Context: an optimization exercise on an open-source flow, tuned for a short achievable clock period and few clock cycles. The choices shown serve that exercise and are no tape-out recipe.
Function was checked by simulation only, so behaviour that the tests miss may differ from the original.
Power figures rest on the tool's default switching activity, not on a simulated workload.

## top_proc
module top_proc #(parameter [31:0] INITIAL_PC = 32'h00400000)
  (
    output wire [31:0] PC,             
    output wire [31:0] dAddress,       
    output wire [31:0] dWriteData,     
    output wire MemRead,               
    output wire MemWrite,              
    input wire clk,                    
    input wire rst,                    
    input wire [31:0] instr,           
    input wire [31:0] dReadData);
Size in the first run: roughly 6,600 cells after synthesis, roughly 160 I/O pins, ~79,000 µm² of cells after synthesis.
Settings: LEC_CHECK=0, ABC_CLOCK_PERIOD_IN_PS=3000, CAP_MARGIN=20, CORE_MARGIN=2, CORE_UTILIZATION=40, CTS_CLUSTER_DIAMETER=100, CTS_CLUSTER_SIZE=18, PLACE_DENSITY=0.6, SLEW_MARGIN=20, SYNTH_HIERARCHICAL=1; clock period 13.0 ns.
standard.sh (not shown) runs the stock make flow with config.mk's settings and CLKGATE_MAP_FILE= SYNTH_SCRIPT=/design/flow/synth_recipe.tcl, a recipe that flattens the netlist after the stock synthesis.
==> flow/flow/run.sh <==
#!/bin/bash
# The standard layout, with timing repair aiming well past the design's
# clock period (setup margin), so that the achieved period is as short as
# the design allows. The constraints are the design's own.
set -euo pipefail
MARGIN=$(cat flow/margin.txt)
bash standard.sh SETUP_SLACK_MARGIN=$MARGIN finish > standard_flow.log 2>&1
==> flow/flow/margin.txt <==
9.3
Testbench counts at the start, summed over its fixed seeds: cycles 16,524.
Edit:
Settings changed: CTS_CLUSTER_DIAMETER 100 to not set, CTS_CLUSTER_SIZE 18 to not set.
Result: The new run passed the timing, design-rule and antenna checks; utilization came out higher by 1.2 points; clock power came out higher by about 47%; non-clock buffer count came out higher by 1; hold slack gets worse by 0.0072 ns; sequential power barely changes; routed wire length came out higher by about 0.8%; count of clock-buffer cells in the layout came out higher by 55; global-route usage barely changes.

========
top_proc, a different RTL version from the one above (not shown whole).
For scale: about 1400 flip-flops, roughly 160 I/O pins, roughly 0.077 sq mm of cells after synthesis.
==> flow/config.mk <==
export PLATFORM = sky130hd
export DESIGN_NAME = top_proc
export DESIGN_NICKNAME = top_proc
export VERILOG_FILES = /design/flow/design.v
export SDC_FILE = /design/flow/constraint.sdc
export NUM_CORES = 4
export LEC_CHECK = 0
export ABC_CLOCK_PERIOD_IN_PS = 3000
export CAP_MARGIN = 20
export CORE_MARGIN = 2
export CORE_UTILIZATION = 40
export PLACE_DENSITY = 0.6
export SLEW_MARGIN = 20
export SYNTH_HIERARCHICAL = 1
==> flow/constraint.sdc <==
create_clock -name core_clock -period 13.0 [get_ports {clk}]
set_input_delay 2.6000 -clock core_clock [delete_from_list [all_inputs] [get_ports {clk}]]
set_output_delay 2.6000 -clock core_clock [all_outputs]
set_load 0.01 [all_outputs]
==> flow/flow/margin.txt <==
9.6
Scripts as last shown in full above: flow/flow/run.sh
Testbench counts at the start, summed over its fixed seeds: cycles 16,470.
==> next run, changes <==
==> flow/flow/margin.txt (replaced) <==
9.3
- CTS_CLUSTER_DIAMETER: not set -> 100
- CTS_CLUSTER_SIZE: not set -> 18
=> The changed run ran to the end with no violations; worst setup slack loses 0.096 ns; non-clock buffer count shrinks by 143; combinational power decreases by about 8%; power decreases by about 13%; routed wire length is lower by 3.0%; global-route usage goes down by 0.81 points; via count falls by about 2.2%; sequential power is about the same; cell count drops by about 2.8%; core utilization drops by 3.0 points; fmax decreases by about 2.4%.
==> next run, changes <==
- CTS_CLUSTER_DIAMETER: 100 -> not set
- CTS_CLUSTER_SIZE: 18 -> not set
What happened: The changed run produced a clean layout. Core utilization goes up by 1.2 points. Worst setup slack gets better by 0.13 ns. Wire length goes down by 0.73%. Synthesized area does not change. Total power goes up by 14%. Sequential power stays flat. Register-to-register slack gets better by 0.13 ns. Clock skew goes up by 0.025 ns. Flip-flop and latch count does not change. Maximum frequency goes up by 3.3%.

========
Setup of run A:
top_proc, a different RTL version from the one above (not shown whole).
Size in the first run: ~6400 cells after synthesis, ~1400 flip-flops, roughly 160 I/O pins.
export LEC_CHECK = 0
export ABC_CLOCK_PERIOD_IN_PS = 3000
export CAP_MARGIN = 20
export CORE_MARGIN = 2
export CORE_UTILIZATION = 40
export CTS_CLUSTER_DIAMETER = 100
export CTS_CLUSTER_SIZE = 18
export PLACE_DENSITY = 0.6
export SLEW_MARGIN = 20
export SYNTH_HIERARCHICAL = 1
create_clock -name core_clock -period 13.0 [get_ports {clk}]
==> flow/flow/margin.txt <==
9.3
Scripts as last shown in full above: flow/flow/run.sh
Testbench counts of run A, summed over its fixed seeds: cycles 16,524.
diff inputs: run A => run C
- a deleted CTS_CLUSTER_DIAMETER that had been 100
- a deleted CTS_CLUSTER_SIZE that had been 18
--- outcome ---
Wire length of the first global-routing pass, run C vs run A: up slightly
Of run C and run A, the lower clock distribution area overhead in the final layout belongs to run A.
Share of final layout cell area taken by non-clock buffers, run C and run A: smaller value in run C
Delta (run C minus run A): global-route usage +0.27 points; number of placed instances with taps included ~0 delta; part of the power in combinational logic -2.9 points.
In the flow results for run C and run A, the share of the final layout cell area in sequential cells is smaller on run C.

-- re-timing with driven ports --
No port has a modelled driver above. Below, the same layouts with a new extraction and two added sets of constraints.
Step 1, drivers: a clkbuf_16 drives clk and a buf_2 each remaining input, both assumed.
Step 2 times the ports against the registers' clock, not the clock port: input delays grow and output delays shrink by t, the midpoint of the rising clock arrivals with the driver on.
a / b / c = ideal ports / drivers / drivers and shift; a / b = the first two.
run | t, ns | setup WS [ns] | clock arrival spread, ns
the first run of note 1 | 0.842 | 9.036 / 8.815 / 7.973 | 0.040 / 0.040
the second run of note 1 | 0.913 | 9.049 / 8.898 / 7.985 | 0.069 / 0.068
the first run of note 2 | 0.916 | 9.039 / 8.819 / 7.903 | 0.056 / 0.056
the second run of note 2 | 0.828 | 8.943 / 8.838 / 8.010 | 0.071 / 0.071
the third run of note 2 | 0.910 | 9.071 / 8.909 / 7.999 | 0.080 / 0.080
run A | 0.828 | 9.044 / 8.941 / 8.113 | 0.059 / 0.059
run C | 0.897 | 9.067 / 8.927 / 8.029 | 0.057 / 0.057
After both steps setup and hold are still met in every run listed. For the first run of note 2, which loses most, drivers alone change the setup slack by -0.220 ns; drivers and shift together by -1.136 ns.
